Context: an optimization exercise on an open-source flow, tuned for small area. The choices shown serve that exercise and are no tape-out recipe. At most, simulation tests tie the RTL to the original design; equivalence was not proved. Function not checked in run 1: the RTL went through the layout flow alone. No driver is modelled on the clock port, so clocking that relies on it looks cheaper here than on a real chip. Power is estimated from default activity; no workload was simulated.

==> design/flow/design.v <==
module Seven_Segment(
    input clk,  
    input rst,  
    input [3:0] zero_min,
    input [2:0] first_min,
    input [3:0] zero_hour,
    input first_hour,
    output [6:0] segment,
    output [3:0] enable
    );
    reg [2:0] count;      
    reg [1:0] digit_clk;
    reg [3:0] st0;        
    reg [2:0] st1;        
    reg [3:0] st2;        
    reg [1:0] st3;        
    reg [3:0] shown;      
    always @(posedge clk) begin
        if (rst) begin
            count <= 3'd5;
            digit_clk <= 0;
            st0 <= 4'd8;
            st1 <= 3'd7;
            st2 <= 4'd8;
            st3 <= 2'b10;
            shown <= 4'd8;
        end else begin
            if (count == 3'd4) begin
                count <= 0;
                digit_clk <= digit_clk + 1;
            end else if (count == 3'd5) begin
                count <= 1;
            end else begin
                count <= count + 1;
            end
            case (digit_clk)
                2'd0: begin st0 <= zero_min; shown <= st0; end
                2'd1: begin st1 <= first_min; shown <= {&st1, st1[2:1], st1[0] & ~&st1}; end
                2'd2: begin st2 <= zero_hour; shown <= st2; end
                2'd3: begin st3 <= {1'b0, first_hour}; shown <= {st3[1], 2'b00, st3[0]}; end
            endcase
        end
    end
    wire [1:0] prev = (count == 3'd0) ? digit_clk - 2'd1 : digit_clk;
    assign enable = (count == 3'd5) ? 4'b0000 : ~(4'b0001 << prev);
    wire [2:0] v = shown[2:0];
    assign segment = shown[3] ? (shown[0] ? 7'b0011000 : 7'b0000000) :
                     (v == 3'd0) ? 7'b1000000 :
                     (v == 3'd1) ? 7'b1111001 :
                     (v == 3'd2) ? 7'b0100100 :
                     (v == 3'd3) ? 7'b0110000 :
                     (v == 3'd4) ? 7'b0011001 :
                     (v == 3'd5) ? 7'b0010010 :
                     (v == 3'd6) ? 7'b0000010 : 7'b1111000;
endmodule
module digitalClock(
    input clk,  
    input rst,  
    input ctr,  
    input rgt,  
    input lft,  
    input up,   
    input dn,   
    output [6:0] segment,
    output [3:0] enable,
    output AM_PMled,
    output clock_modeled  
    );
    reg [9:0] count;      
    reg [5:0] seconds;    
    reg change;           
    reg clock_mode;       
    reg [2:0] mt;         
    reg [3:0] mu;         
    reg ht;               
    reg [3:0] hu;         
    reg pm;
    reg op_up, op_dn, op_hr;
    assign clock_modeled = clock_mode;
    assign AM_PMled = pm;
    wire sample = !clock_mode && (count[9:8] != 2'b00 || count[7:0] == 8'hff);
    wire sec60  = &seconds[5:2];
    wire roll_op = op_hr & !op_up & !op_dn;
    wire mz      = mt == 3'd0 && mu == 4'd0;
    wire m60     = mt[2] & mt[1];
    wire h12am   = ht & hu[1] & !pm;           
    wire h11pm   = ht & hu[0] & pm;            
    wire [2:0] inc_mt = (mu == 4'd9) ? mt + 3'd1 : mt;
    wire [3:0] inc_mu = (mu == 4'd9) ? 4'd0 : mu + 4'd1;
    wire [2:0] dec_mt = (mu == 4'd0) ? mt - 3'd1 : mt;
    wire [3:0] dec_mu = (mu == 4'd0) ? 4'd9 : mu - 4'd1;
    reg inc_ht, inc_pm, dec_ht, dec_pm;
    reg [3:0] inc_hu, dec_hu;
    always @* begin
        inc_pm = pm;
        if (!ht) begin
            inc_ht = hu == 4'd9;
            inc_hu = (hu == 4'd9) ? 4'd0 : hu + 4'd1;
        end else if (hu[1]) begin            
            inc_ht = 0;
            inc_hu = 4'd1;
        end else if (hu[0]) begin            
            inc_ht = 1;
            inc_hu = 4'd2;
            inc_pm = 1;
        end else begin                       
            inc_ht = 1;
            inc_hu = 4'd1;
        end
        dec_pm = pm;
        if (!ht) begin
            if (hu == 4'd1) begin            
                dec_ht = 1;
                dec_hu = 4'd2;
                dec_pm = 1;
            end else begin
                dec_ht = 0;
                dec_hu = hu - 4'd1;
            end
        end else if (hu[1]) begin            
            dec_ht = 1;
            dec_hu = 4'd1;
            dec_pm = 0;
        end else if (hu[0]) begin            
            dec_ht = 1;
            dec_hu = 4'd0;
        end else begin                       
            dec_ht = 0;
            dec_hu = 4'd9;
        end
    end
    reg [2:0] nmt;
    reg [3:0] nmu;
    reg nht, npm, roll;
    reg [3:0] nhu;
    always @* begin
        nmt = mt;
        nmu = mu;
        nht = ht;
        nhu = hu;
        npm = pm;
        roll = 0;
        if (roll_op) begin
            nht = 1;
            nhu = 4'd2;
            npm = 0;
            if (m60) begin
                nmt = 0;
                nmu = 0;
            end
        end else begin
            if (!op_hr) begin
                if (op_up) begin
                    nmt = inc_mt;
                    nmu = inc_mu;
                end
                if (op_dn) begin
                    if (!mz) begin
                        nmt = dec_mt;
                        nmu = dec_mu;
                    end else if (!h12am) begin
                        nht = dec_ht;
                        nhu = dec_hu;
                        npm = dec_pm;
                        nmt = 3'd5;
                        nmu = 4'd9;
                    end
                end
            end else begin
                if (op_up) begin
                    if (h11pm)
                        roll = 1;
                    nht = inc_ht;
                    nhu = inc_hu;
                    npm = inc_pm;
                end
                if (op_dn && !h12am) begin
                    roll = 0;
                    nht = dec_ht;
                    nhu = dec_hu;
                    npm = dec_pm;
                end
            end
            if (m60) begin
                if (h11pm)
                    roll = 1;
                nmt = 0;
                nmu = 0;
                nht = inc_ht;
                nhu = inc_hu;
                npm = inc_pm;
            end
        end
    end
    always @(posedge clk) begin
        if (rst) begin
            count <= 0;
            seconds <= 0;
            change <= 0;
            clock_mode <= 0;
            mt <= 0;
            mu <= 0;
            ht <= 0;
            hu <= 0;
            pm <= 0;
            op_up <= 0;
            op_dn <= 0;
            op_hr <= 1;
        end else begin
            if (clock_mode) begin
                if (ctr) begin
                    clock_mode <= 0;
                    change <= 0;
                    seconds <= 0;
                end
                if (&count)
                    seconds <= seconds + 1;
                count <= count + 1;
            end else begin
                if (ctr)
                    clock_mode <= 1;
                if (sample) begin
                    count <= 0;
                    if (lft || rgt)
                        change <= !change;
                end else begin
                    count <= count + 1;
                end
            end
            if (sec60)
                seconds <= 0;
            if (!roll) begin
                mt <= nmt;
                mu <= nmu;
                ht <= nht;
                hu <= nhu;
                pm <= npm;
            end
            op_up <= sec60 | (sample & up);
            op_dn <= sample & dn;
            op_hr <= roll | (sample & change & (up | dn));
        end
    end
    Seven_Segment SSM(clk, rst, mu, mt, hu, ht, segment, enable);
endmodule
==> design/flow/run.sh <==
#!/bin/bash
# synth_recipe.tcl (not shown) runs the flow's synth.tcl, then flattens the netlist and writes it again
# the make line also repeats each setting of config.mk as NAME=value (left out here)
make -C /OpenROAD-flow-scripts/flow DESIGN_CONFIG=/design/flow/config.mk WORK_HOME=/design/flow/orfs CLKGATE_MAP_FILE= SYNTH_SCRIPT=/design/flow/synth_recipe.tcl finish
==> design/flow/config.mk <==
export PLATFORM = sky130hd
export DESIGN_NAME = digitalClock
export DESIGN_NICKNAME = digitalClock
export VERILOG_FILES = /design/flow/design.v
export SDC_FILE = /design/flow/constraint.sdc
export NUM_CORES = 4
export LEC_CHECK = 0
export ABC_AREA = 1
export CAP_MARGIN = 20
export CORE_MARGIN = 2
export CORE_UTILIZATION = 40
export SLEW_MARGIN = 20
==> design/flow/constraint.sdc <==
create_clock -name core_clock -period 10.0 [get_ports {clk}]
set_input_delay 2.0000 -clock core_clock [delete_from_list [all_inputs] [get_ports {clk}]]
set_output_delay 2.0000 -clock core_clock [all_outputs]
set_load 0.01 [all_outputs]
==> results of run 1 <==
## per-layer routing
layer | GRT usage, % | vias up | share of wire [%]
li1 | - | 1613 | -
met1 | 20.8 | 1350 | 47
met2 | 29.8 | 65 | 48
met3 | 2.45 | 14 | 3.4
met4 | 4.05 | 0 | 1.7
met5 | 0 | - | 0
## layout by cell type (no fill, tap or decap), types with 2 or more instances in the layout
master and n:
a21oi_1 51, a31oi_1 3, clkbuf_8 5, clkdlybuf4s50_1 19
clkinvlp_4 2, dfxtp_1 56, ha_1 22, inv_1 54
inv_2 6, nand2_1 94, nand2_2 7, nand2_4 2
nand3_1 39, nand3_2 3, nand4_1 5, nor2_1 42
nor2_2 2, nor2_4 2, nor3_1 8, nor3b_1 3
nor4_1 2, o211ai_1 5, o21ai_0 37, o31ai_1 2
xnor2_1 3, xor2_1 9
## stage by stage
stage	worst slack (ns)	power, mW	cells
final	5.71	0.656	602
after global routing	5.55	0.709	602
after CTS	5.70	0.663	602
after detailed placement	5.43	0.533	594
after global placement	5.52	0.527	594
after floorplan	6.67	0.445	479
## kinds of logic (layout without fill, tap and decap cells)
family                     count (synthesis)  after routing  synth area share (%)
and+or+nand+nor                          212            212                  29.2
AOI/OAI and AO/OA                        106            106                  17.4
buffers and inverters                     71             89                  8.45
DFF                                       56             56                  33.5
adders and majority gates                 22             22                  8.23
xor gates and xnor gates                  12             12                  3.14
## cell type report
cell class | count | area (sq um)
Clock buffer | 5 | 68.8
Clock inverter | 3 | 26.3
Fill cell | 867 | 4460
Inverter | 62 | 234
Multi-Input combinational cell | 352 | 1940
Sequential cell | 56 | 1120
Tap cell | 105 | 131
Timing Repair Buffer | 19 | 190
## path summary, 6_finish.rpt
check	start	to	slack, ns	depth (start not counted)
worst max register to register	mu[0]$_SDFFE_PP0P_	mt[2]$_SDFFE_PP0P_	8.08	10
worst max-delay path	SSM.digit_clk[0]$_SDFFE_PP0N_	enable[0]	5.71	6
worst min register to register	SSM.st2[3]$_SDFFE_PP1N_	SSM.st2[3]$_SDFFE_PP1N_	0.46	2
worst min-delay path	SSM.st2[3]$_SDFFE_PP1N_	SSM.st2[3]$_SDFFE_PP1N_	0.46	2
## Yosys cell counts (2+ instances only)
master,instances
dfxtp_1,56
o211ai_1,5
nor3b_1,3
a31oi_1,3
nand3_2,3
xor2_1,9
buf_2,3
inv_2,6
nor4_1,2
nand4_1,5
nand2_2,7
o21ai_0,37
inv_1,54
nand2_4,2
nor2_2,2
nor2_4,2
nand2_1,94
xnor2_1,3
ha_1,22
nor2_1,42
clkbuf_1,4
o31ai_1,2
a21oi_1,51
nand3_1,39
nor3_1,8
## critical path, stage by stage (launching register included)
cell             delay, ns
dfxtp_1               0.42
inv_1                 0.12
ha_1                  0.31
o21ai_0               0.31
inv_1                 0.10
a21oi_1               0.15
clkdlybuf4s50_1       0.56
## sequential cells by signal, indices dropped and copies added (netlist names), 2 cells and up
| name | count |
|---|---|
| SSM.st3 | 2 |
| mt | 3 |
| SSM.digit_clk | 2 |
| seconds | 6 |
| SSM.st1 | 3 |
| mu | 4 |
| SSM.st0 | 4 |
| SSM.count | 3 |
| SSM.st2 | 4 |
| hu | 4 |
| count | 10 |
| SSM.shown | 4 |
## power by group
group	internal, mW	total [mW]	switching [mW]
registers	0.257	0.289	0.0318
logic	0.107	0.239	0.132
clock network	0.0511	0.128	0.0772
total	0.415	0.656	0.241
==> flow_summary.ini, run 1 <==
[timing]
relSlewSlack_pct = 51.3
skew_ns = 0.0103
whs_ns = 0.458
rsz0062_at_grt = false
post-route-min-period_ns = 4.29
worstMarginPinSlew_ns = 0.725
report.final.hold_viol_count = 0
period_share_pct = 42.9
setup_viol = 0
setup_tns_ns = 0
maxSlewViolCount = 0
clock.fmax_mhz = 233

[die]
num_rows = 33
core_area_sq_um = 8180
io_pins = 20
die_h_um = 95.5
die-area_sq_um = 9110
die_w_um = 95.5
start_util_pct = 40.9

[yosys]
synth_edf_count = 0
seq_area_frac_synth_pct = 33.5
synth_area_leaders = dfxtp_1 (34%), nand2_1 (11%), ha_1 (8.2%)
yosysTopAreaCell = dfxtp_1
syn_nets = 508
ys_async_sr_fraction_pct = 0
avgSynthCellArea_sq_um = 6.98
synth_cells = 479
yosys_most_used_dff = dfxtp_1
synth_area_sq_um = 3350
ys_warn_count = 2
synth_seq_cells = 56
synth.distinct_cells = 40
synth_top_area_share_pct = 33.5

[global_routing]
grt_pass1_vias = 2781
grt_pass1_wl_um = 12200
antenna_found_initial = 0
grt_max_degree = 29
grtUsageTotal_pct = 16.6
grt_overflow = 0

[worst_setup_path]
end_kind = output port
path_max_fanout = 5
critPathKind = reg2out
cp-start-kind = flop
critPathArrivalTime_ns = 2.29
required_ns = 8.00

[route]
vias_per_cell = 5.05
ant_nets = 0
firstDrtPassIters = 4
wl_um = 7200
first_iter_violations = 112
wl_per_cell_um = 12.0
drcViolationCount = 0
vias = 3042

[status]
status = timing/DRC/antenna clean

[final_layout]
nets = 525
antenna_cells = 0
drive_above_1_share_pct = 7.65
area_growth_pct = 11.0
final_area_sq_um = 3710
fin_util_pct = 45.4

[clocking]
cts_setup_buffers = 0
cts_tree = yes
clock_latency_ns = 0.31
clk_pin_slew_ns = 0.11
hold_buffers = 0
cts_resized = 0
cts_inserted_buffers = 5
htreeDepth = 2
clockBufferDepth = 2
root_buffer = clkbuf_8
cts_sinks = 56

[placement]
io_buffers = 19
place_hpwl_um = 5540
place_area_sq_um = 3620
gp_congestion = 0.925

[worst_hold_path]
hold_path_class = reg2reg

[pwr]
power_leakage_nw = 1.63
ir_drop_mv = 0.0908
cellPowerDensity_nw_per_um2 = 177

[job]
maxCapViolCount = 0
==> run 2, diff against run 1 <==
--- a/design/flow/design.v
+++ b/design/flow/design.v
@@ -12,2 +12,3 @@
     reg [1:0] digit_clk;
+    reg fresh;            
     reg [3:0] st0;        
@@ -15,5 +16,12 @@
     reg [3:0] st2;        
-    reg [1:0] st3;        
+    reg st3;              
     reg [3:0] shown;      
+    wire first = count == 3'd0 || count == 3'd5;
     always @(posedge clk) begin
+        case (digit_clk)
+            2'd0: st0 <= zero_min;
+            2'd1: st1 <= first_min;
+            2'd2: st2 <= zero_hour;
+            2'd3: st3 <= first_hour;
+        endcase
         if (rst) begin
@@ -21,6 +29,3 @@
             digit_clk <= 0;
-            st0 <= 4'd8;
-            st1 <= 3'd7;
-            st2 <= 4'd8;
-            st3 <= 2'b10;
+            fresh <= 1;
             shown <= 4'd8;
@@ -35,8 +40,13 @@
             end
-            case (digit_clk)
-                2'd0: begin st0 <= zero_min; shown <= st0; end
-                2'd1: begin st1 <= first_min; shown <= {&st1, st1[2:1], st1[0] & ~&st1}; end
-                2'd2: begin st2 <= zero_hour; shown <= st2; end
-                2'd3: begin st3 <= {1'b0, first_hour}; shown <= {st3[1], 2'b00, st3[0]}; end
-            endcase
+            if (first && digit_clk == 2'd3)
+                fresh <= 0;
+            if (first && fresh)
+                shown <= 4'd8;
+            else
+                case (digit_clk)
+                    2'd0: shown <= st0;
+                    2'd1: shown <= {1'b0, st1};
+                    2'd2: shown <= st2;
+                    2'd3: shown <= {3'b000, st3};
+                endcase
         end
@@ -68,3 +78,4 @@
     );
-    reg [9:0] count;      
+    reg [7:0] cnt_lo;
+    reg [1:0] cnt_hi;
     reg [5:0] seconds;    
@@ -80,4 +91,6 @@
     assign AM_PMled = pm;
-    wire sample = !clock_mode && (count[9:8] != 2'b00 || count[7:0] == 8'hff);
+    wire lo_end = cnt_lo == 8'h80;
+    wire sample = !clock_mode && (cnt_hi != 2'b00 || lo_end);
     wire sec60  = &seconds[5:2];
+    wire lo_fb  = cnt_lo[7] ^ cnt_lo[5] ^ cnt_lo[4] ^ cnt_lo[3] ^ (cnt_lo[6:0] == 7'd0);
     wire roll_op = op_hr & !op_up & !op_dn;
@@ -103,3 +116,3 @@
             inc_ht = 1;
-            inc_hu = 4'd2;
+            inc_hu = pm ? 4'd1 : 4'd2;
             inc_pm = 1;
@@ -150,30 +163,19 @@
             end
-        end else begin
-            if (!op_hr) begin
-                if (op_up) begin
-                    nmt = inc_mt;
-                    nmu = inc_mu;
-                end
-                if (op_dn) begin
-                    if (!mz) begin
-                        nmt = dec_mt;
-                        nmu = dec_mu;
-                    end else if (!h12am) begin
-                        nht = dec_ht;
-                        nhu = dec_hu;
-                        npm = dec_pm;
-                        nmt = 3'd5;
-                        nmu = 4'd9;
-                    end
-                end
-            end else begin
-                if (op_up) begin
-                    if (h11pm)
-                        roll = 1;
-                    nht = inc_ht;
-                    nhu = inc_hu;
-                    npm = inc_pm;
-                end
-                if (op_dn && !h12am) begin
-                    roll = 0;
+        end else if (m60) begin
+            roll = h11pm;
+            nmt = h11pm ? 3'd6 : 3'd0;
+            nmu = 0;
+            nht = inc_ht;
+            nhu = inc_hu;
+            npm = inc_pm;
+        end else if (!op_hr) begin
+            if (op_up) begin
+                nmt = inc_mt;
+                nmu = inc_mu;
+            end
+            if (op_dn) begin
+                if (!mz) begin
+                    nmt = dec_mt;
+                    nmu = dec_mu;
+                end else if (!h12am) begin
                     nht = dec_ht;
@@ -181,9 +183,9 @@
                     npm = dec_pm;
+                    nmt = 3'd5;
+                    nmu = 4'd9;
                 end
             end
-            if (m60) begin
-                if (h11pm)
-                    roll = 1;
-                nmt = 0;
-                nmu = 0;
+        end else begin
+            if (op_up) begin
+                roll = h11pm;
                 nht = inc_ht;
@@ -192,2 +194,8 @@
             end
+            if (op_dn && !h12am) begin
+                roll = 0;
+                nht = dec_ht;
+                nhu = dec_hu;
+                npm = dec_pm;
+            end
         end
@@ -196,3 +204,4 @@
         if (rst) begin
-            count <= 0;
+            cnt_lo <= 0;
+            cnt_hi <= 0;
             seconds <= 0;
@@ -202,4 +211,4 @@
             mu <= 0;
-            ht <= 0;
-            hu <= 0;
+            ht <= 1;
+            hu <= 4'd2;
             pm <= 0;
@@ -207,4 +216,7 @@
             op_dn <= 0;
-            op_hr <= 1;
+            op_hr <= 0;
         end else begin
+            cnt_lo <= {cnt_lo[6:0], lo_fb};
+            if (lo_end)
+                cnt_hi <= cnt_hi + 1;
             if (clock_mode) begin
@@ -215,5 +227,4 @@
                 end
-                if (&count)
+                if (lo_end && &cnt_hi)
                     seconds <= seconds + 1;
-                count <= count + 1;
             end else begin
@@ -222,7 +233,6 @@
                 if (sample) begin
-                    count <= 0;
+                    cnt_lo <= 0;
+                    cnt_hi <= 0;
                     if (lft || rgt)
                         change <= !change;
-                end else begin
-                    count <= count + 1;
                 end
@@ -231,9 +241,7 @@
                 seconds <= 0;
-            if (!roll) begin
-                mt <= nmt;
-                mu <= nmu;
-                ht <= nht;
-                hu <= nhu;
-                pm <= npm;
-            end
+            mt <= nmt;
+            mu <= nmu;
+            ht <= nht;
+            hu <= nhu;
+            pm <= npm;
             op_up <= sec60 | (sample & up);
==> design/flow/flow/run.sh (new file) <==
#!/bin/bash
# The standard layout (standard.sh), with two changes: synthesis leaves
# adders to ABC instead of mapping them to half/full-adder cells first, and
# the port buffers are the smallest buffer cell.
set -euo pipefail
export ADDER_MAP_FILE=
export BUFFER_PORTS_ARGS="-buffer_cell sky130_fd_sc_hd__buf_1"
bash standard.sh > standard.log 2>&1
==> design/flow/standard.sh (new file) <==
#!/bin/bash
# synth_recipe.tcl (not shown) runs the flow's synth.tcl, then flattens the netlist and writes it again
# the make line also repeats each setting of config.mk as NAME=value (left out here)
make -C /OpenROAD-flow-scripts/flow DESIGN_CONFIG=/design/flow/config.mk WORK_HOME=/design/flow/orfs CLKGATE_MAP_FILE= SYNTH_SCRIPT=/design/flow/synth_recipe.tcl "${@:-finish}"
removed: design/flow/run.sh
==> flow_summary.ini, run 2 <==
[job]
maxCapViolCount = 0

[clocking]
cts_resized = 0
clockBufferDepth = 2
cts_sinks = 56
root_buffer = clkbuf_8
clk_pin_slew_ns = 0.10
cts_setup_buffers = 0
htreeDepth = 2
hold_buffers = 0
cts_inserted_buffers = 5
cts_tree = yes
clock_latency_ns = 0.31

[yosys]
synth_cells = 421
synth_area_sq_um = 2940
synth_top_area_share_pct = 30.0
synthTopCellsByCount = nand2_1 (110), nor2_1 (56), inv_1 (51), dfxtp_1 (44), a21oi_1 (32)
avgSynthCellArea_sq_um = 6.98
synth_edf_count = 12
synth_area_leaders = dfxtp_1 (30%), nand2_1 (14%), edfxtp_1 (12%)
synth.distinct_cells = 35
yosysTopAreaCell = dfxtp_1
synth.most_common_cell = nand2_1
ys_warn_count = 2
yosys_most_used_dff = dfxtp_1
synth_seq_cells = 56
seq_area_frac_synth_pct = 42.3
syn_nets = 428
ys_async_sr_fraction_pct = 0

[worst_setup_path]
startpoint = SSM.digit_clk[0]$_SDFFE_PP0N_
end_kind = output port
cp-start-kind = flop
path_max_fanout = 7
critPathKind = reg2out
required_ns = 8.00
r2r_start = ht$_SDFFE_PP1P_
critPathArrivalTime_ns = 1.76

[final_layout]
biggestRegsByFlops = cnt_lo (8), seconds (6)
nets = 449
antenna_cells = 0
fill_cells = 742
fin_cells = 542
fin_util_pct = 45.0
area_growth_pct = 9.84
layout_common_cells = nand2_1 (110), nor2_1 (56), inv_1 (51)
register_area_sq_um = 1240
largest_register_ffs = 8
final_common_cell = nand2_1
multi_input_area_sq_um = 1460
final_area_sq_um = 3230
drive_above_1_share_pct = 7.45
top_register = cnt_lo

[worst_hold_path]
min-delay-start = cnt_lo[0]$_SDFF_PP0_
hold_path_class = reg2reg

[placement]
io_buffers = 19
place_area_sq_um = 3100
placed_cells = 534
place_hpwl_um = 4550
gp_congestion = 0.835

[timing]
rsz0062_at_grt = false
worstMarginPinSlew_ns = 0.555
setup_viol = 0
setup_tns_ns = 0
period_share_pct = 37.6
post-route-min-period_ns = 3.76
clock.fmax_mhz = 266
skew_ns = 0.00813
report.final.hold_viol_count = 0
relSlewSlack_pct = 62.9
maxSlewViolCount = 0
whs_ns = 0.445

[die]
die-area_sq_um = 8040
num_rows = 31
io_pins = 20
die_w_um = 89.7
die_h_um = 89.7
start_util_pct = 40.9
core_area_sq_um = 7180

[global_routing]
grt_pass1_vias = 2342
grt_max_degree = 18
grt_overflow = 0
grtUsageTotal_pct = 16.0
grt_pass1_wl_um = 10200
antenna_found_initial = 0

[route]
ant_nets = 0
firstDrtPassIters = 4
vias = 2669
first_iter_violations = 238
drcViolationCount = 0
vias_per_cell = 4.92
wl_um = 5990
wl_per_cell_um = 11.0

[pwr]
ir_drop_mv = 0.0508
power_leakage_nw = 1.34
cellPowerDensity_nw_per_um2 = 140

[status]
status = timing/DRC/antenna clean
run 2: kinds of logic (layout without fill, tap and decap cells):
kind of cell	after synthesis	in the layout	synth area share, %
flip-flops	56	56	42.3
XOR/XNOR	7	7	2.09
AO/OA/AOI/OAI	70	70	13.5
AND/OR/NAND/NOR	228	228	34.0
buffers and inverters	60	82	8.14
run 2: metal layers:
layer  routed length, um  share of wire [%]  vias to the layer above  GRT usage [%]
met5                   0                  0                        -              0
met4                  88                1.5                        0           4.88
met3                 260                4.3                        9           2.83
met2                2660                 44                       70           26.4
met1                2980                 50                     1182           21.4
li1                    -                  -                     1408              -
run 2: worst max-delay path, cell delays in order (launching register included):
cell and delay [ns]:
dfxtp_1 0.36, inv_1 0.10, nor2_1 0.37, nor2_1 0.13, nand2_1 0.08, o21ai_0 0.10
a21oi_1 0.16, buf_1 0.16
run 2: final timing paths:
check	end	slack, ns	cells after the start
hold / removal	cnt_lo[1]$_SDFF_PP0_	0.45	2
hold reg to reg	cnt_lo[1]$_SDFF_PP0_	0.45	2
setup / recovery	enable[3]	6.24	7
setup reg to reg	pm$_SDFFE_PP0P_	8.41	9
run 2: cell type report:
class | instances | area share, %
Sequential cell | 56 | 38.5
Multi-Input combinational cell | 305 | 45.2
Timing Repair Buffer | 19 | 2.21
Tap cell | 99 | 3.84
Clock buffer | 6 | 2.56
Clock inverter | 2 | 1.20
Inverter | 55 | 6.56
run 2: power breakdown:
part	total [mW]	switching, mW	internal, mW
Sequential	0.246	0.00599	0.240
Combinational	0.0485	0.0325	0.0160
Clock	0.157	0.0753	0.0820
Total	0.452	0.114	0.338
run 2: per-stage QoR:
step	power [mW]	worst slack [ns]
after global routing	0.474	6.05
after CTS	0.457	6.26
after global placement	0.299	6.63
after floorplan	0.287	6.80
final	0.452	6.24
after detailed placement	0.300	6.62
==> run 3, diff against run 2 <==
==> design/flow/run.sh (new file) <==
#!/bin/bash
# synth_recipe.tcl (not shown) runs the flow's synth.tcl, then flattens the netlist and writes it again
# the make line also repeats each setting of config.mk as NAME=value (left out here)
make -C /OpenROAD-flow-scripts/flow DESIGN_CONFIG=/design/flow/config.mk WORK_HOME=/design/flow/orfs CLKGATE_MAP_FILE= SYNTH_SCRIPT=/design/flow/synth_recipe.tcl finish
removed: design/flow/flow/run.sh
removed: design/flow/standard.sh
==> flow_summary.ini, run 3 <==
[global_routing]
grt_max_degree = 17
grt_pass1_vias = 2514
grt_pass1_wl_um = 10800
met3_usage_pct = 2.49
top_usage_layer = met2
grtUsageTotal_pct = 15.1
antenna_found_initial = 0
use_met2_pct = 26.8
globalRouteMet1Util_pct = 18.5
grt_overflow = 0

[yosys]
synth_edf_count = 12
yosysTopAreaCell = dfxtp_1
avgSynthCellArea_sq_um = 7.71
ys_async_sr_fraction_pct = 0
synth_cells = 418
synth.most_common_cell = nand2_1
yosys_most_used_dff = dfxtp_1
seq_area_frac_synth_pct = 38.5
synthTopCellsByCount = nand2_1 (78), inv_1 (54), dfxtp_1 (44), nor2_1 (43), a21oi_1 (36)
ys_warn_count = 2
synth_top_area_share_pct = 27.3
synth_seq_cells = 56
syn_nets = 448
synth_area_leaders = dfxtp_1 (27%), edfxtp_1 (11%), nand2_1 (9.1%)
synth_area_sq_um = 3220
synth.distinct_cells = 44

[route]
ant_nets = 0
first_iter_violations = 126
firstDrtPassIters = 4
wl_per_cell_um = 11.6
wl_um = 6320
drcViolationCount = 0
vias_per_cell = 5.04
vias = 2744

[timing]
post-route-min-period_ns = 4.29
setup_viol = 0
rsz0062_at_grt = false
worstMarginPinSlew_ns = 0.601
setup_tns_ns = 0
report.final.hold_viol_count = 0
relSlewSlack_pct = 59.8
clock.fmax_mhz = 233
fin_ws_ns = 5.71
maxSlewViolCount = 0
skew_ns = 0.0102
period_share_pct = 42.9
whs_ns = 0.452

[worst_setup_path]
slowest_delay_ns = 0.55
critical_path.top_delay_family = buffers and inverters
cp-start-kind = flop
crit_path_frequent_cell = inv_1
path_buf_inv = 5
end_kind = output port
required_ns = 8.00
slowest_stage = clkdlybuf4s50_1
critPathKind = reg2out
worstPathCellList = inv_1, ha_1, inv_1, nor2_1, inv_1, o21ai_0, inv_1, a21oi_1, clkdlybuf4s50_1
critPathArrivalTime_ns = 2.29
path_max_fanout = 3

[clocking]
htreeDepth = 2
clk_pin_slew_ns = 0.10
cts_resized = 0
clockBufferDepth = 2
clock_latency_ns = 0.31
cts_inserted_buffers = 5
root_buffer = clkbuf_8
hold_buffers = 0
cts_sinks = 56
cts_setup_buffers = 0
cts_tree = yes

[die]
io_pins = 20
num_rows = 32
die-area_sq_um = 8790
core_area_sq_um = 7770
start_util_pct = 41.5
die_h_um = 93.8
die_w_um = 93.8

[pwr]
power_leakage_nw = 1.47
cellPowerDensity_nw_per_um2 = 150
ir_drop_mv = 0.0813

[final_layout]
biggestRegsByFlops = cnt_lo (8), seconds (6)
final_area_sq_um = 3620
final_common_cell = nand2_1
top_register = cnt_lo
fin_util_pct = 46.6
fill_cells = 793
antenna_cells = 0
area_growth_pct = 12.3
largest_register_ffs = 8
drive_above_1_share_pct = 8.60
layout_common_cells = nand2_1 (78), inv_1 (54), dfxtp_1 (44)
nets = 471

[worst_hold_path]
hold_path_class = reg2reg

[placement]
place_area_sq_um = 3530
place_hpwl_um = 4790
gp_congestion = 0.830
post-place-ws_ns = 6.07
io_buffers = 19

[status]
status = timing/DRC/antenna clean

[job]
maxCapViolCount = 0
==> run 3: changes by cell type in the layout (fill, tap and decap cells not counted), sizes merged, moves of 5 or more <==
cell	change
nor2	-11
xnor2	+6
nand2	-38
a21oi	+5
inv	+7
buf	-19
ha	+23
clkdlybuf4s50	+19
==> run 3: stage by stage <==
step / cells / power (mW)
after floorplan: 418 / 0.366
after detailed placement: 536 / 0.425
after global placement: 536 / 0.423
after global routing: 544 / 0.577
final: 544 / 0.544
after CTS: 544 / 0.548
==> run 3: layout make-up <==
| class | instances | area, sq um | share of cell area, % |
|---|---|---|---|
| flip-flops and latches | 56 | 1240 | 34.3 |
| clock inverters | 2 | 10.0 | 0.277 |
| repair buffers | 19 | 190 | 5.25 |
| well taps | 102 | 128 | 3.53 |
| inverters | 62 | 238 | 6.57 |
| multi-input cells | 297 | 1730 | 47.8 |
| clock buffers | 6 | 82.6 | 2.28 |
==> run 3: metal layers <==
metal  share of wire [%]  wire [um]
met5                   0          0
met2                  49       3080
met3                 4.4        279
met1                  45       2850
met4                 1.9        120
==> run 3: kinds of logic after synthesis <==
logic type | after synthesis | synth area share, %
AOI/OAI and AO/OA | 85 | 16.3
DFF | 56 | 38.5
xor gates and xnor gates | 14 | 3.80
and+or+nand+nor | 175 | 24.7
adders and majority gates | 23 | 8.93
buffers and inverters | 65 | 7.80
==> run 3: worst paths after layout <==
kind | startpoint | end | slack (ns) | depth (start not counted)
worst max-delay path | SSM.count[0]$_SDFF_PP1_ | enable[1] | 5.71 | 9
worst min register to register | cnt_lo[1]$_SDFF_PP0_ | cnt_lo[2]$_SDFF_PP0_ | 0.45 | 2
worst max register to register | hu[1]$_SDFFE_PP1P_ | hu[1]$_SDFFE_PP1P_ | 8.18 | 9
worst min-delay path | cnt_lo[1]$_SDFF_PP0_ | cnt_lo[2]$_SDFF_PP0_ | 0.45 | 2
==> run 3: power breakdown <==
| part | leakage (nW) | internal (mW) | total [mW] | switching (mW) |
|---|---|---|---|---|
| clock | 0.0510 | 0.0554 | 0.124 | 0.0683 |
| sequential | 0.474 | 0.256 | 0.269 | 0.0133 |
| combinational | 0.944 | 0.0679 | 0.150 | 0.0826 |
| total | 1.47 | 0.379 | 0.544 | 0.164 |
==> run 3: tightest hold or removal path, stage by stage, from the launching register on <==
cell	delay (ns)
dfxtp_1	0.30
inv_1	0.06
nor2_1	0.05
==> run 4, diff against run 3 <==
==> design/flow/flow/run.sh (new file) <==
#!/bin/bash
# Own layout flow: the standard layout (standard.sh) with these changes:
#  - synthesis runs the standard flow's synthesis script unchanged except that ABC maps
#    with flow/abc.script (an area-oriented script) and adders are left to
#    ABC instead of being mapped to half/full-adder cells first;
#  - the port buffers are the smallest buffer cell;
#  - clock tree synthesis settings below.
# Each tool's full output is in the ORFS logs under orfs/logs; make's output
# goes to own.log.
set -euo pipefail
W=$PWD
F=$W/flow
sed "s|log_cmd abc {\*}\$abc_args|log_cmd abc -script $F/abc.script {*}[lrange \$abc_args 2 end]|" \
    "$FLOW_HOME/scripts/synth.tcl" > "$W/synth_own.tcl"
grep -q "$F/abc.script" "$W/synth_own.tcl"
sed "s|source \$::env(SCRIPTS_DIR)/synth.tcl|source $W/synth_own.tcl|" "$W/synth_recipe.tcl" > "$W/synth_top.tcl"
grep -q "synth_own.tcl" "$W/synth_top.tcl"
sed "s|SYNTH_SCRIPT=[^ ]*|SYNTH_SCRIPT=$W/synth_top.tcl|" "$W/standard.sh" > "$W/own.sh"
grep -q "synth_top.tcl" "$W/own.sh"
export ADDER_MAP_FILE=
export BUFFER_PORTS_ARGS="-buffer_cell sky130_fd_sc_hd__buf_1"

bash "$W/own.sh" > "$W/own.log" 2>&1
==> design/flow/flow/abc.script (new file) <==
strash
&get -n
&deepsyn -T 60
&put
dch -f
amap
mfs2
strash
dch -f
amap
topo
stime -c
buffer -c
upsize -c
dnsize -c
==> design/flow/standard.sh (new file) <==
#!/bin/bash
# synth_recipe.tcl (not shown) runs the flow's synth.tcl, then flattens the netlist and writes it again
# the make line also repeats each setting of config.mk as NAME=value (left out here)
make -C /OpenROAD-flow-scripts/flow DESIGN_CONFIG=/design/flow/config.mk WORK_HOME=/design/flow/orfs CLKGATE_MAP_FILE= SYNTH_SCRIPT=/design/flow/synth_recipe.tcl "${@:-finish}"
removed: design/flow/run.sh
==> flow_summary.ini, run 4 <==
[timing]
fin_ws_ns = 6.29
clock.fmax_mhz = 269
worstMarginPinSlew_ns = 0.729
period_share_pct = 37.1
report.final.hold_viol_count = 0
maxSlewViolCount = 0
rsz0062_at_grt = false
setup_tns_ns = 0
skew_ns = 0.00900
setup_viol = 0
post-route-min-period_ns = 3.71
relSlewSlack_pct = 51.0

[die]
die_h_um = 81.3
start_util_pct = 40.9
core_area_sq_um = 5850
die-area_sq_um = 6620
die_w_um = 81.3
io_pins = 20
num_rows = 28

[yosys]
synth_seq_cells = 56
yosys_most_used_dff = dfxtp_1
syn_nets = 289
yosysTopAreaCell = dfxtp_1
synthTopCellsByCount = nor2_1 (56), dfxtp_1 (44), inv_1 (34), nand2_1 (25)
synth.distinct_cells = 46
ys_warn_count = 2
synth_edf_count = 12
synth_area_leaders = dfxtp_1 (37%), edfxtp_1 (15%), nor2_1 (8.8%)
synth_area_sq_um = 2390
synth_cells = 282
seq_area_frac_synth_pct = 51.9
synth_top_area_share_pct = 36.8
ys_async_sr_fraction_pct = 0
avgSynthCellArea_sq_um = 8.48
synth.most_common_cell = nor2_1

[placement]
post-place-ws_ns = 6.38
place_hpwl_um = 3350
gp_congestion = 0.780
io_buffers = 19
placed_cells = 375

[final_layout]
biggestRegsByFlops = cnt_lo (8), seconds (6)
layout_common_cells = nor2_1 (56), dfxtp_1 (44), inv_1 (34)
fin_cells = 383
area_growth_pct = 11.8
largest_register_ffs = 8
nets = 314
top_register = cnt_lo
fill_cells = 589
final_common_cell = nor2_1
drive_above_1_share_pct = 7.79
fin_util_pct = 45.7
antenna_cells = 0

[clocking]
cts_resized = 0
htreeDepth = 2
cts_setup_buffers = 0
cts_sinks = 56
cts_tree = yes
hold_buffers = 0
clock_latency_ns = 0.30
cts_inserted_buffers = 5
clockBufferDepth = 2
root_buffer = clkbuf_8
clk_pin_slew_ns = 0.10

[job]
maxCapViolCount = 0

[worst_setup_path]
slowest_stage = dfxtp_1
cp-start-kind = flop
crit_path_frequent_cell = inv_1
critical_path.top_delay_family = compound AO/OA/AOI/OAI gates
path_buf_inv = 3
critPathKind = reg2out
slowest_delay_ns = 0.44
worstPathCellList = o21ai_0, nand2_1, inv_1, o22ai_1, inv_1, a22oi_1, buf_1
critPathArrivalTime_ns = 1.71
required_ns = 8.00
path_max_fanout = 7
end_kind = output port

[global_routing]
grt_overflow = 0
grtUsageTotal_pct = 15.2
grt_pass1_vias = 1777
grt_max_degree = 18
grt_pass1_wl_um = 7760
antenna_found_initial = 0

[pwr]
cellPowerDensity_nw_per_um2 = 176
power_leakage_nw = 1.02
ir_drop_mv = 0.0784

[route]
drcViolationCount = 0
firstDrtPassIters = 4
vias = 1933
ant_nets = 0
vias_per_cell = 5.05
first_iter_violations = 63
wl_um = 4330
wl_per_cell_um = 11.3

[status]
status = timing/DRC/antenna clean

[worst_hold_path]
hold_path_class = reg2reg
run 4: layer usage:
metal | vias up | global-route usage (%) | wire length [um]
met5 | - | 0 | 0
met4 | 0 | 7.12 | 119
met3 | 9 | 3.00 | 141
met2 | 28 | 24.1 | 1920
met1 | 872 | 19.8 | 2150
li1 | 1024 | - | -
run 4: through the flow:
stage / hold slack (ns) / power, mW / area [sq um]
detailed placement: 0.417 / 0.324 / 2550
global route: 0.446 / 0.498 / 2680
floorplan: 0.408 / 0.305 / 2390
global placement: 0.415 / 0.323 / 2550
finish: 0.440 / 0.470 / 2680
CTS: 0.442 / 0.475 / 2680
run 4: worst register-to-register path, delay by kind of cell, from the launching register on:
| family | cells | cell delay, ns |
|---|---|---|
| compound gates | 3 | 0.63 |
| buf+inv | 2 | 0.18 |
| flops | 1 | 0.44 |
| simple gates | 10 | 0.99 |
run 4: cells by family (layout without fill, tap and decap cells):
group,Yosys count,after routing,synth area share [%]
and+or+nand+nor,122,122,23.6
DFF,56,56,51.9
AOI/OAI and AO/OA,61,61,17.6
buffers and inverters,43,69,6.90
run 4: area by class of cell:
cell class              count  area [sq um]  share of cell area [%]
clock inverters             2          38.8                    1.45
multi-input cells         183           986                    36.9
repair buffers             19          71.3                    2.67
inverters                  42           161                    6.03
clock buffers               6          82.6                    3.09
flip-flops and latches     56          1240                    46.4
well taps                  75          93.8                    3.51
run 4: report_power, final:
part	switching (mW)	total (mW)	internal (mW)
combinational	0.0430	0.0649	0.0219
clock	0.0693	0.151	0.0819
sequential	0.00876	0.254	0.245
total	0.121	0.470	0.349
run 4: final timing paths:
check	start	endpoint	slack (ns)	cells after the start
worst max-delay path	SSM.count[2]$_SDFF_PP1_	enable[1]	6.29	7
worst min-delay path	cnt_lo[1]$_SDFF_PP0_	cnt_lo[2]$_SDFF_PP0_	0.44	2
worst max register to register	hu[1]$_SDFFE_PP1P_	pm$_SDFFE_PP0P_	7.60	15
worst min register to register	cnt_lo[1]$_SDFF_PP0_	cnt_lo[2]$_SDFF_PP0_	0.44	2
==> run 5, diff against run 4 <==
--- a/design/flow/flow/run.sh
+++ b/design/flow/flow/run.sh
@@ -21,3 +21,3 @@
 export BUFFER_PORTS_ARGS="-buffer_cell sky130_fd_sc_hd__buf_1"
-
+export CTS_ARGS="-sink_clustering_enable -repair_clock_nets -dont_use_dummy_load -buf_list {sky130_fd_sc_hd__clkbuf_8 sky130_fd_sc_hd__clkbuf_16}"
 bash "$W/own.sh" > "$W/own.log" 2>&1
==> flow_summary.ini, run 5 <==
[status]
status = timing/DRC/antenna clean

[yosys]
avgSynthCellArea_sq_um = 8.48
ys_warn_count = 2
synth_seq_cells = 56
yosys_most_used_dff = dfxtp_1
ys_async_sr_fraction_pct = 0
synth_area_leaders = dfxtp_1 (37%), edfxtp_1 (15%), nor2_1 (8.8%)
synth_area_sq_um = 2390
synth.most_common_cell = nor2_1
synth_cells = 282
yosysTopAreaCell = dfxtp_1
synth_edf_count = 12
synth.distinct_cells = 46
syn_nets = 289
synth_top_area_share_pct = 36.8
synthTopCellsByCount = nor2_1 (56), dfxtp_1 (44), inv_1 (34), nand2_1 (25)
seq_area_frac_synth_pct = 51.9

[worst_setup_path]
end_kind = output port
critPathKind = reg2out
r2r_start = hu[1]$_SDFFE_PP1P_
rr_worst_depth = 15
r2r-end = pm$_SDFFE_PP0P_
required_ns = 8.00
critPathArrivalTime_ns = 1.73
path_max_fanout = 7
cp-start-kind = flop
regToRegSetupSlack_ns = 7.60

[global_routing]
antenna_found_initial = 0
grt_pass1_vias = 1775
grt_overflow = 0
grt_pass1_wl_um = 7730
grtUsageTotal_pct = 15.1
grt_max_degree = 18

[final_layout]
drive_above_1_share_pct = 6.89
top_register = cnt_lo
area_growth_pct = 9.62
biggestRegsByFlops = cnt_lo (8), seconds (6)
final_common_cell = nor2_1
nets = 314
fill_cells = 594
fin_util_pct = 44.8
largest_register_ffs = 8
layout_common_cells = nor2_1 (56), dfxtp_1 (44), inv_1 (34)
antenna_cells = 0
fin_cells = 380

[route]
firstDrtPassIters = 4
ant_nets = 0
vias = 1927
wl_um = 4340
vias_per_cell = 5.07
wl_per_cell_um = 11.4
drcViolationCount = 0
first_iter_violations = 89

[pwr]
fin_total_pwr_mw = 0.426
cellPowerDensity_nw_per_um2 = 163
power_leakage_nw = 0.991
ir_drop_mv = 0.0782

[timing]
maxSlewViolCount = 0
whs_ns = 0.431
period_share_pct = 37.3
post-route-min-period_ns = 3.73
worstMarginPinSlew_ns = 0.757
report.final.hold_viol_count = 0
setup_viol = 0
skew_ns = 0.0178
rsz0062_at_grt = false
relSlewSlack_pct = 49.1
clock.fmax_mhz = 268
setup_tns_ns = 0

[clocking]
clockBufferDepth = 2
htreeDepth = 2
cts_tree = yes
root_buffer = clkbuf_8
clock_latency_ns = 0.30
hold_buffers = 0
clk_pin_slew_ns = 0.10
cts_setup_buffers = 0
cts_inserted_buffers = 5
cts_resized = 0
cts_sinks = 56

[job]
maxCapViolCount = 0

[placement]
io_buffers = 19
place_hpwl_um = 3350
gp_congestion = 0.780
placed_cells = 375

[die]
core_area_sq_um = 5850
die-area_sq_um = 6620
io_pins = 20
start_util_pct = 40.9
num_rows = 28
die_w_um = 81.3
die_h_um = 81.3

[worst_hold_path]
hold_path_class = reg2reg
min-delay-start = cnt_lo[0]$_SDFF_PP0_
holdPathEnd = cnt_lo[1]$_SDFF_PP0_
whs_path_depth = 2
## run 5: changes by cell type in the layout (fill, tap and decap cells not counted), sizes merged
| cell | delta |
|---|---|
| bufinv | -1 |
| clkbuf | -1 |
| clkinv | -1 |
## run 5: worst max-delay path by stage
stage	start	end	slack, ns	cells after the start
floorplan	SSM.shown[2]$_SDFF_PP0_	segment[1]	6.70	6
global placement	rst	pm$_SDFFE_PP0P_	6.43	10
detailed placement	rst	pm$_SDFFE_PP0P_	6.38	10
CTS	SSM.count[2]$_SDFF_PP1_	enable[1]	6.27	7
global route	SSM.count[2]$_SDFF_PP1_	enable[1]	6.07	7
finish	SSM.count[2]$_SDFF_PP1_	enable[3]	6.27	7
## run 5: cell type report
class	instances	area (sq um)	area share, %
sequential	56	1240	47.3
multi-input combinational	183	986	37.6
inverter	42	161	6.15
tap	75	93.8	3.58
timing repair buffer	19	71.3	2.72
clock buffer	5	68.8	2.62
## run 5: kinds of logic (layout without fill, tap and decap cells)
family / after synthesis / in the layout / synth area share, %
compound gates: 61 / 61 / 17.6
buf+inv: 43 / 66 / 6.90
flops: 56 / 56 / 51.9
simple gates: 122 / 122 / 23.6
## run 5: metrics by stage
| stage | worst slack [ns] | area, sq um |
|---|---|---|
| global placement | 6.43 | 2550 |
| CTS | 6.27 | 2620 |
| finish | 6.27 | 2620 |
| detailed placement | 6.38 | 2550 |
| global route | 6.07 | 2620 |
| floorplan | 6.70 | 2390 |
## run 5: report_power, final
part,total [mW],switching (mW),internal (mW),leakage [nW]
registers,0.254,0.00875,0.245,0.475
logic,0.0650,0.0431,0.0219,0.480
clock network,0.107,0.0619,0.0453,0.0359
## run 5: metal layers
metal / track usage [%] / routed length, um / vias up
li1: - / - / 1021
met1: 19.7 / 2170 / 868
met2: 24.1 / 1910 / 29
met3: 3.00 / 131 / 9
met4: 7.12 / 119 / 0
met5: 0 / 0 / -
## run 5: worst max-delay path: stages (launching register included)
cell     delay, ns
dfxtp_1       0.44
o21ai_0       0.15
nand2_1       0.11
inv_1         0.07
o22ai_1       0.23
inv_1         0.09
a22oi_1       0.16
buf_1         0.17
==> run 6, diff against run 5 <==
--- a/design/flow/flow/run.sh
+++ b/design/flow/flow/run.sh
@@ -21,3 +21,3 @@
 export BUFFER_PORTS_ARGS="-buffer_cell sky130_fd_sc_hd__buf_1"
-export CTS_ARGS="-sink_clustering_enable -repair_clock_nets -dont_use_dummy_load -buf_list {sky130_fd_sc_hd__clkbuf_8 sky130_fd_sc_hd__clkbuf_16}"
+export CTS_ARGS="-sink_clustering_enable -repair_clock_nets -dont_use_dummy_load -buf_list {sky130_fd_sc_hd__clkbuf_16} -root_buf sky130_fd_sc_hd__clkbuf_16 -sink_clustering_size 60 -sink_clustering_max_diameter 300"
 bash "$W/own.sh" > "$W/own.log" 2>&1
==> flow_summary.ini, run 6 <==
[route]
vias_per_cell = 5.11
vias = 1940
wl_um = 4400
first_iter_violations = 81
drcViolationCount = 0
ant_nets = 0
wl_per_cell_um = 11.6
firstDrtPassIters = 4

[timing]
relSlewSlack_pct = 50.3
clock.fmax_mhz = 271
rsz0062_at_grt = false
maxSlewViolCount = 0
worstMarginPinSlew_ns = 0.739
setup_tns_ns = 0
period_share_pct = 36.9
skew_ns = 0.0112
setup_viol = 0
post-route-min-period_ns = 3.69
fin_ws_ns = 6.31
report.final.hold_viol_count = 0

[final_layout]
multi_input_area_sq_um = 986
area_growth_pct = 12.0
register_area_sq_um = 1240
drive_above_1_share_pct = 6.89
final_common_cell = nor2_1
final_area_sq_um = 2680
fill_cells = 585
top_register = cnt_lo
fin_cells = 380
antenna_cells = 0
nets = 314
largest_register_ffs = 8
biggestRegsByFlops = cnt_lo (8), seconds (6)
layout_common_cells = nor2_1 (56), dfxtp_1 (44), inv_1 (34)

[placement]
gp_congestion = 0.780
place_area_sq_um = 2550
post-place-ws_ns = 6.38
io_buffers = 19
placed_cells = 375
place_hpwl_um = 3350

[die]
die_w_um = 81.3
core_area_sq_um = 5850
num_rows = 28
io_pins = 20
die-area_sq_um = 6620
die_h_um = 81.3
start_util_pct = 40.9

[global_routing]
grtUsageTotal_pct = 15.3
grt_overflow = 0
grt_max_degree = 18
grt_pass1_vias = 1785
antenna_found_initial = 0
grt_pass1_wl_um = 7810

[clocking]
htreeDepth = 2
clk_pin_slew_ns = 0.07
clock_latency_ns = 0.29
cts_inserted_buffers = 5
cts_sinks = 56
cts_resized = 0
cts_tree = yes
clockBufferDepth = 2
hold_buffers = 0
cts_setup_buffers = 0
root_buffer = clkbuf_16

[pwr]
power_leakage_nw = 1.02
fin_total_pwr_mw = 0.474
ir_drop_mv = 0.0812
cellPowerDensity_nw_per_um2 = 177

[yosys]
synth_cells = 282
synthTopCellsByCount = nor2_1 (56), dfxtp_1 (44), inv_1 (34), nand2_1 (25)
yosys_most_used_dff = dfxtp_1
seq_area_frac_synth_pct = 51.9
yosysTopAreaCell = dfxtp_1
synth_top_area_share_pct = 36.8
synth_edf_count = 12
ys_warn_count = 2
synth_area_leaders = dfxtp_1 (37%), edfxtp_1 (15%), nor2_1 (8.8%)
synth_seq_cells = 56
synth.most_common_cell = nor2_1
ys_async_sr_fraction_pct = 0
synth_area_sq_um = 2390
synth.distinct_cells = 46
avgSynthCellArea_sq_um = 8.48
syn_nets = 289

[worst_setup_path]
critPathArrivalTime_ns = 1.69
path_max_fanout = 7
worstPathCellList = o21ai_0, nand2_1, inv_1, o22ai_1, inv_1, a22oi_1, buf_1
cp-start-kind = flop
crit_path_frequent_cell = inv_1
critPathKind = reg2out
required_ns = 8.00
slowest_delay_ns = 0.43
slowest_stage = dfxtp_1
end_kind = output port

[status]
status = timing/DRC/antenna clean

[worst_hold_path]
hold_path_class = reg2reg

[job]
maxCapViolCount = 0
## run 6: metal layers
| metal | GRT usage [%] | part of all wire [%] | vias up |
|---|---|---|---|
| met5 | 0 | 0 | - |
| met4 | 7.12 | 2.8 | 0 |
| met3 | 3.33 | 3.8 | 12 |
| met2 | 24.2 | 45 | 32 |
| met1 | 19.9 | 49 | 878 |
| li1 | - | - | 1018 |
## run 6: final cells by class
class,count,share of cell area (%)
inverters,42,6.03
flip-flops and latches,56,46.3
multi-input cells,183,36.8
well taps,75,3.50
repair buffers,19,2.66
clock buffers,5,4.67
## run 6: path summary, 6_finish.rpt
check | end | startpoint | slack (ns) | depth (start not counted)
min reg2reg | SSM.st1[0]$_DFFE_PP_ | mt[0]$_SDFFE_PP0P_ | 0.43 | 0
max reg2reg | pm$_SDFFE_PP0P_ | hu[1]$_SDFFE_PP1P_ | 7.60 | 15
min | SSM.st1[0]$_DFFE_PP_ | mt[0]$_SDFFE_PP0P_ | 0.43 | 0
max | enable[1] | SSM.count[2]$_SDFF_PP1_ | 6.31 | 7
## run 6: logic make-up (layout without fill, tap and decap cells)
family          after synthesis  in the layout  share of synthesized area [%]
buf+inv                      43             66                           6.90
simple gates                122            122                           23.6
flops                        56             56                           51.9
compound gates               61             61                           17.6
## run 6: report_power, final
group / switching, mW / internal, mW
Combinational: 0.0430 / 0.0219
Sequential: 0.00876 / 0.245
Clock: 0.0666 / 0.0885
## run 6: stage by stage
step	hold slack (ns)	util (%)
3_3_place_gp	0.415	43.6
2_1_floorplan	0.408	-
3_5_place_dp	0.417	43.6
6_report	0.428	45.8
5_1_grt	0.431	45.8
4_1_cts	0.427	45.8
## run 6: critical path, delay by kind of cell, from the launching register on
| kind | cells | cell delay [ns] |
|---|---|---|
| AO/OA/AOI/OAI | 3 | 0.54 |
| flip-flops | 1 | 0.43 |
| buffers and inverters | 3 | 0.33 |
| AND/OR/NAND/NOR | 1 | 0.11 |
==> run 7, diff against run 6 <==
--- a/design/flow/flow/run.sh
+++ b/design/flow/flow/run.sh
@@ -21,3 +21,3 @@
 export BUFFER_PORTS_ARGS="-buffer_cell sky130_fd_sc_hd__buf_1"
-export CTS_ARGS="-sink_clustering_enable -repair_clock_nets -dont_use_dummy_load -buf_list {sky130_fd_sc_hd__clkbuf_16} -root_buf sky130_fd_sc_hd__clkbuf_16 -sink_clustering_size 60 -sink_clustering_max_diameter 300"
+export CTS_ARGS="-sink_clustering_enable -repair_clock_nets -dont_use_dummy_load -buf_list {sky130_fd_sc_hd__clkbuf_4 sky130_fd_sc_hd__clkbuf_8}"
 bash "$W/own.sh" > "$W/own.log" 2>&1
==> design/flow/flow/abc.script (replaced) <==
strash
&get -n
&deepsyn -T 120
&put
dch -f
amap
mfs2
strash
dch -f
amap
mfs2
strash
dch -f
amap
topo
==> flow_summary.ini, run 7 <==
[pwr]
seqPwrFrac_pct = 60.0
p_clk_share_pct = 25.5
power_leakage_nw = 0.866
p_sw_mw = 0.112
switching_share_pct = 26.5
p_int_mw = 0.310
p_comb_share_pct = 14.5
ir_drop_mv = 0.0724
cellPowerDensity_nw_per_um2 = 163

[die]
die_h_um = 80.6
io_pins = 20
core_area_sq_um = 5570
die-area_sq_um = 6500
num_rows = 27
die_w_um = 80.6
start_util_pct = 42.1

[worst_setup_path]
required_ns = 8.00
crit_path_frequent_cell = clkinv_1
path_max_fanout = 6
regToRegSetupSlack_ns = 6.90
r2r_start = mu[1]$_SDFFE_PP0P_
critPathKind = reg2out
crit_end = enable[3]
slowest_stage = dfxtp_1
end_kind = output port
critPathArrivalTime_ns = 1.93
cp-start-kind = flop
r2r-end = pm$_SDFFE_PP0P_
worstPathCellList = clkinv_1, o22ai_1, nor2_1, a21oi_1, clkinv_1, a22oi_1, buf_1
rr_worst_depth = 11
startpoint = SSM.count[2]$_SDFF_PP1_
slowest_delay_ns = 0.43

[timing]
period_share_pct = 39.3
whs_ns = 0.426
maxSlewViolCount = 0
setup_tns_ns = 0
rsz0062_at_grt = false
clock.fmax_mhz = 254
skew_ns = 0.0127
report.final.hold_viol_count = 0
setup_viol = 0
relSlewSlack_pct = 57.6
post-route-min-period_ns = 3.93
worstMarginPinSlew_ns = 0.628

[yosys]
seq_area_frac_synth_pct = 52.9
synthTopCellsByCount = nor2_1 (61), clkinv_1 (45), dfxtp_1 (44), nand2_1 (27), nor3_1 (16)
ys_async_sr_fraction_pct = 0
ys_warn_count = 2
synth_seq_cells = 56
synth.most_common_cell = nor2_1
synth_top_area_share_pct = 37.5
synth_edf_count = 12
syn_nets = 291
synth_cells = 284
yosysTopAreaCell = dfxtp_1
yosys_most_used_dff = dfxtp_1
avgSynthCellArea_sq_um = 8.27
synth_area_sq_um = 2350
synth.distinct_cells = 35
synth_area_leaders = dfxtp_1 (38%), edfxtp_1 (15%), nor2_1 (9.7%)

[global_routing]
grtUsageTotal_pct = 14.9
grt_max_degree = 16
grt_pass1_vias = 1758
antenna_found_initial = 0
grt_pass1_wl_um = 7510
grt_overflow = 0

[route]
first_iter_violations = 113
firstDrtPassIters = 4
wl_per_cell_um = 11.3
wl_um = 4310
drcViolationCount = 0
vias = 1949
vias_per_cell = 5.13
ant_nets = 0

[clocking]
cts_setup_buffers = 0
cts_tree = yes
clk_pin_slew_ns = 0.09
cts_resized = 0
hold_buffers = 0
root_buffer = clkbuf_8
htreeDepth = 2
clock_latency_ns = 0.30
cts_inserted_buffers = 5
clockBufferDepth = 2
cts_sinks = 56

[job]
maxCapViolCount = 0

[worst_hold_path]
hold_path_class = reg2reg
whs_path_depth = 2

[final_layout]
largest_register_ffs = 8
top_register = cnt_lo
antenna_cells = 0
layout_common_cells = nor2_1 (61), clkinv_1 (45), dfxtp_1 (44)
biggestRegsByFlops = cnt_lo (8), seconds (6)
nets = 317
area_growth_pct = 9.80
final_common_cell = nor2_1
drive_above_1_share_pct = 1.62

[placement]
gp_congestion = 0.839
place_hpwl_um = 3280
io_buffers = 19

[status]
status = timing/DRC/antenna clean
## run 7: through the flow
| stage | total power [mW] | cells | worst slack [ns] | utilization, % | cell area (sq um) |
|---|---|---|---|---|---|
| after floorplan | 0.301 | 284 | 6.64 | - | 2350 |
| after global placement | 0.318 | 375 | 6.40 | 45.0 | 2510 |
| after detailed placement | 0.319 | 375 | 6.33 | 45.0 | 2510 |
| after CTS | 0.426 | 380 | 6.10 | 46.3 | 2580 |
| after global routing | 0.446 | 380 | 5.90 | 46.3 | 2580 |
| final | 0.421 | 380 | 6.07 | 46.3 | 2580 |
## run 7: worst max-delay path, delay by kind of cell, from the launching register on
kind | cells | cell delay (ns)
AO/OA/AOI/OAI | 3 | 0.69
AND/OR/NAND/NOR | 1 | 0.12
buffers and inverters | 3 | 0.40
flip-flops | 1 | 0.43
## run 7: worst min-delay path by stage
stage,endpoint,from,slack (ns)
finish,cnt_lo[1]$_SDFF_PP0_,cnt_lo[0]$_SDFF_PP0_,0.43
CTS,cnt_lo[1]$_SDFF_PP0_,cnt_lo[0]$_SDFF_PP0_,0.43
floorplan,cnt_lo[1]$_SDFF_PP0_,cnt_lo[0]$_SDFF_PP0_,0.40
detailed placement,cnt_lo[1]$_SDFF_PP0_,cnt_lo[0]$_SDFF_PP0_,0.41
global placement,cnt_lo[1]$_SDFF_PP0_,cnt_lo[0]$_SDFF_PP0_,0.41
global route,cnt_lo[1]$_SDFF_PP0_,cnt_lo[0]$_SDFF_PP0_,0.44
## run 7: cell type report
type                       count  area, sq um
timing repair buffer          19         71.3
tap                           72         90.1
multi-input combinational    183          938
sequential                    56         1240
fill                         572         3000
clock buffer                   5         68.8
inverter                      45          169
## run 7: cells by family (layout without fill, tap and decap cells)
group	count (synthesis)	after routing	synth area share, %
buffers and inverters	45	69	7.19
DFF	56	56	52.9
AOI/OAI and AO/OA	62	62	17.9
and+or+nand+nor	121	121	22.1
## run 7: power groups by stage
stage               Sequential (mW)  Combinational [mW]  Clock, mW
floorplan                     0.256              0.0444          0
global placement              0.258              0.0599          0
detailed placement            0.258              0.0609          0
CTS                           0.253              0.0611      0.112
global route                  0.255              0.0708      0.121
finish                        0.253              0.0610      0.107
## run 7: layer usage
metal | part of all wire (%) | up-vias | global-route usage [%]
li1 | - | 1040 | -
met1 | 50 | 857 | 18.6
met2 | 43 | 42 | 24.1
met3 | 4.5 | 10 | 3.82
met4 | 2.2 | 0 | 6.78
met5 | 0 | - | 0
==> run 8, diff against run 7 <==
--- a/design/flow/flow/run.sh
+++ b/design/flow/flow/run.sh
@@ -6,3 +6,4 @@
 #  - the port buffers are the smallest buffer cell;
-#  - clock tree synthesis settings below.
+#  - clock tree synthesis settings below; after it the root clock buffer,
+#    which drives only the leaf clock buffers, gets the smallest cell.
 # Each tool's full output is in the ORFS logs under orfs/logs; make's output
@@ -22,2 +23,3 @@
 export CTS_ARGS="-sink_clustering_enable -repair_clock_nets -dont_use_dummy_load -buf_list {sky130_fd_sc_hd__clkbuf_4 sky130_fd_sc_hd__clkbuf_8}"
+export POST_CTS_TCL="$F/root.tcl"
 bash "$W/own.sh" > "$W/own.log" 2>&1
==> design/flow/flow/root.tcl (new file) <==
# After clock tree synthesis: the root clock buffer only drives the few leaf
# clock buffers, so give it the smallest clock buffer cell.
set own_block [ord::get_db_block]
foreach own_it [[$own_block findNet clk] getITerms] {
  set own_i [$own_it getInst]
  if { [string match "sky130_fd_sc_hd__clkbuf_*" [[$own_i getMaster] getName]] } {
    $own_i swapMaster [[ord::get_db] findMaster sky130_fd_sc_hd__clkbuf_2]
    puts "OWN_CTS root clock buffer [$own_i getName] is now clkbuf_2"
  }
}
estimate_parasitics -placement
==> flow_summary.ini, run 8 <==
[status]
status = timing/DRC/antenna clean

[worst_setup_path]
regToRegSetupSlack_ns = 6.89
critPathArrivalTime_ns = 2.01
cp-start-kind = flop
rr_worst_depth = 11
end_kind = output port
r2r_start = mu[1]$_SDFFE_PP0P_
r2r-end = pm$_SDFFE_PP0P_
crit_end = enable[3]
path_max_fanout = 6
startpoint = SSM.count[2]$_SDFF_PP1_
critPathKind = reg2out
required_ns = 8.00

[die]
start_util_pct = 42.1
num_rows = 27
die_w_um = 80.6
core_area_sq_um = 5570
io_pins = 20
die_h_um = 80.6
die-area_sq_um = 6500

[timing]
skew_ns = 0.0127
rsz0062_at_grt = false
post-route-min-period_ns = 4.01
clock.fmax_mhz = 249
worstMarginPinSlew_ns = 0.634
period_share_pct = 40.1
setup_viol = 0
setup_tns_ns = 0
maxSlewViolCount = 0
report.final.hold_viol_count = 0
relSlewSlack_pct = 57.2

[yosys]
ys_warn_count = 2
syn_nets = 291
synth_top_area_share_pct = 37.5
ys_async_sr_fraction_pct = 0
synth_seq_cells = 56
synth_area_sq_um = 2350
synth.distinct_cells = 35
avgSynthCellArea_sq_um = 8.27
synth_edf_count = 12
synth.most_common_cell = nor2_1
synth_cells = 284
synth_area_leaders = dfxtp_1 (38%), edfxtp_1 (15%), nor2_1 (9.7%)
synthTopCellsByCount = nor2_1 (61), clkinv_1 (45), dfxtp_1 (44), nand2_1 (27), nor3_1 (16)
yosysTopAreaCell = dfxtp_1
seq_area_frac_synth_pct = 52.9
yosys_most_used_dff = dfxtp_1

[placement]
gp_congestion = 0.839
place_area_sq_um = 2510
place_hpwl_um = 3280
io_buffers = 19

[job]
maxCapViolCount = 0

[worst_hold_path]
whs_path_depth = 2
hold_path_class = reg2reg

[clocking]
cts_tree = yes
cts_sinks = 56
clk_pin_slew_ns = 0.09
clock_latency_ns = 0.38

[final_layout]
nets = 317
top_register = cnt_lo
biggestRegsByFlops = cnt_lo (8), seconds (6)
layout_common_cells = nor2_1 (61), clkinv_1 (45), dfxtp_1 (44)
register_area_sq_um = 1240
antenna_cells = 0
multi_input_area_sq_um = 938
area_growth_pct = 9.43
fill_cells = 572
final_common_cell = nor2_1
final_area_sq_um = 2570
drive_above_1_share_pct = 1.62
largest_register_ffs = 8

[pwr]
ir_drop_mv = 0.0721
power_leakage_nw = 0.863
cellPowerDensity_nw_per_um2 = 161

[route]
drcViolationCount = 0
vias_per_cell = 5.11
vias = 1941
first_iter_violations = 113
wl_per_cell_um = 11.3
ant_nets = 0
firstDrtPassIters = 4
wl_um = 4310

[global_routing]
antenna_found_initial = 0
top_usage_layer = met2
globalRouteMet1Util_pct = 18.6
use_met2_pct = 24.1
grt_pass1_wl_um = 7510
grtUsageTotal_pct = 14.9
met3_usage_pct = 3.82
grt_max_degree = 16
grt_overflow = 0
grt_pass1_vias = 1758
==> run 8: cell count changes in the layout (fill, tap and decap cells not counted) <==
| cell | change |
|---|---|
| clkbuf_2 | +1 |
| clkbuf_8 | -1 |
==> run 8: layer usage <==
metal / part of all wire, % / wire length, um
met1: 50 / 2180
met2: 43 / 1860
met3: 4.1 / 178
met4: 2.2 / 96
met5: 0 / 0
==> run 8: worst min path at each step <==
stage,from,end
floorplan,cnt_lo[0]$_SDFF_PP0_,cnt_lo[1]$_SDFF_PP0_
global route,cnt_lo[0]$_SDFF_PP0_,cnt_lo[1]$_SDFF_PP0_
global placement,cnt_lo[0]$_SDFF_PP0_,cnt_lo[1]$_SDFF_PP0_
detailed placement,cnt_lo[0]$_SDFF_PP0_,cnt_lo[1]$_SDFF_PP0_
finish,cnt_lo[0]$_SDFF_PP0_,cnt_lo[1]$_SDFF_PP0_
==> run 8: area by class of cell <==
cell class | count | area share, %
Sequential cell | 56 | 48.3
Multi-Input combinational cell | 183 | 36.5
Clock buffer | 5 | 2.34
Timing Repair Buffer | 19 | 2.78
Inverter | 45 | 6.57
Tap cell | 72 | 3.51
==> run 8: metrics by stage <==
stage	hold WS [ns]	total power, mW	cells	utilization [%]	setup WS [ns]
3_3_place_gp	0.414	0.318	375	45.0	6.40
5_1_grt	0.444	0.439	380	46.1	5.81
2_1_floorplan	0.403	0.301	284	-	6.64
6_report	0.426	0.414	380	46.1	5.99
3_5_place_dp	0.414	0.319	375	45.0	6.33
==> run 8: worst max-delay path, stage by stage (launching register included) <==
cell,delay [ns]
dfxtp_1,0.43
clkinv_1,0.12
o22ai_1,0.23
nor2_1,0.12
a21oi_1,0.25
clkinv_1,0.12
a22oi_1,0.21
buf_1,0.17
==> run 8: logic make-up after synthesis <==
| family | synth area share [%] |
|---|---|
| compound gates | 17.9 |
| simple gates | 22.1 |
| buf+inv | 7.19 |
| flops | 52.9 |
==> run 8: power by group <==
part | total, mW | internal (mW) | switching, mW | leakage (nW)
clock network | 0.101 | 0.0384 | 0.0624 | 0.0329
registers | 0.253 | 0.244 | 0.00835 | 0.474
logic | 0.0610 | 0.0199 | 0.0410 | 0.357

[static timing again, ports no longer ideal]
How much do the figures lean on ideal ports? The routed layouts below were timed once more, with nothing changed but the port constraints. Step 1 sets driving cells, clkbuf_16 on the clock port and buf_2 on the other inputs (assumed; they add their load-dependent delay and slew). Step 2 times the ports against the registers' clock, not the clock port: input delays grow and output delays shrink by t, the midpoint of the rising clock arrivals with the driver on. Slacks: ideal ports / drivers / drivers and shift; pairs: ideal ports / drivers.
| run | t, ns | setup slack, ns | worst setup path after step 2 | worst register clock-pin slew, ns | worst slew at a driven data input, ns |
|---|---|---|---|---|---|
| run 1 | 0.332 | 5.715 / 5.689 / 5.520 | input to register | 0.11 / 0.11 | 0.03 |
| run 2 | 0.336 | 6.238 / 6.208 / 6.543 | register to output | 0.10 / 0.10 | 0.03 |
| run 3 | 0.334 | 5.709 / 5.676 / 6.010 | register to output | 0.10 / 0.10 | 0.03 |
| run 4 | 0.327 | 6.286 / 6.257 / 6.367 | input to register | 0.10 / 0.10 | 0.03 |
| run 5 | 0.321 | 6.271 / 6.243 / 6.338 | input to register | 0.10 / 0.10 | 0.03 |
| run 6 | 0.315 | 6.312 / 6.278 / 6.355 | input to register | 0.07 / 0.07 | 0.03 |
| run 7 | 0.322 | 6.067 / 6.037 / 6.327 | input to register | 0.09 / 0.09 | 0.03 |
| run 8 | 0.398 | 5.987 / 5.960 / 6.327 | input to register | 0.09 / 0.09 | 0.03 |
After both steps setup and hold are still met in every run listed. For run 1, which loses most, drivers alone change the setup slack by -0.026 ns; drivers and shift together by -0.195 ns.
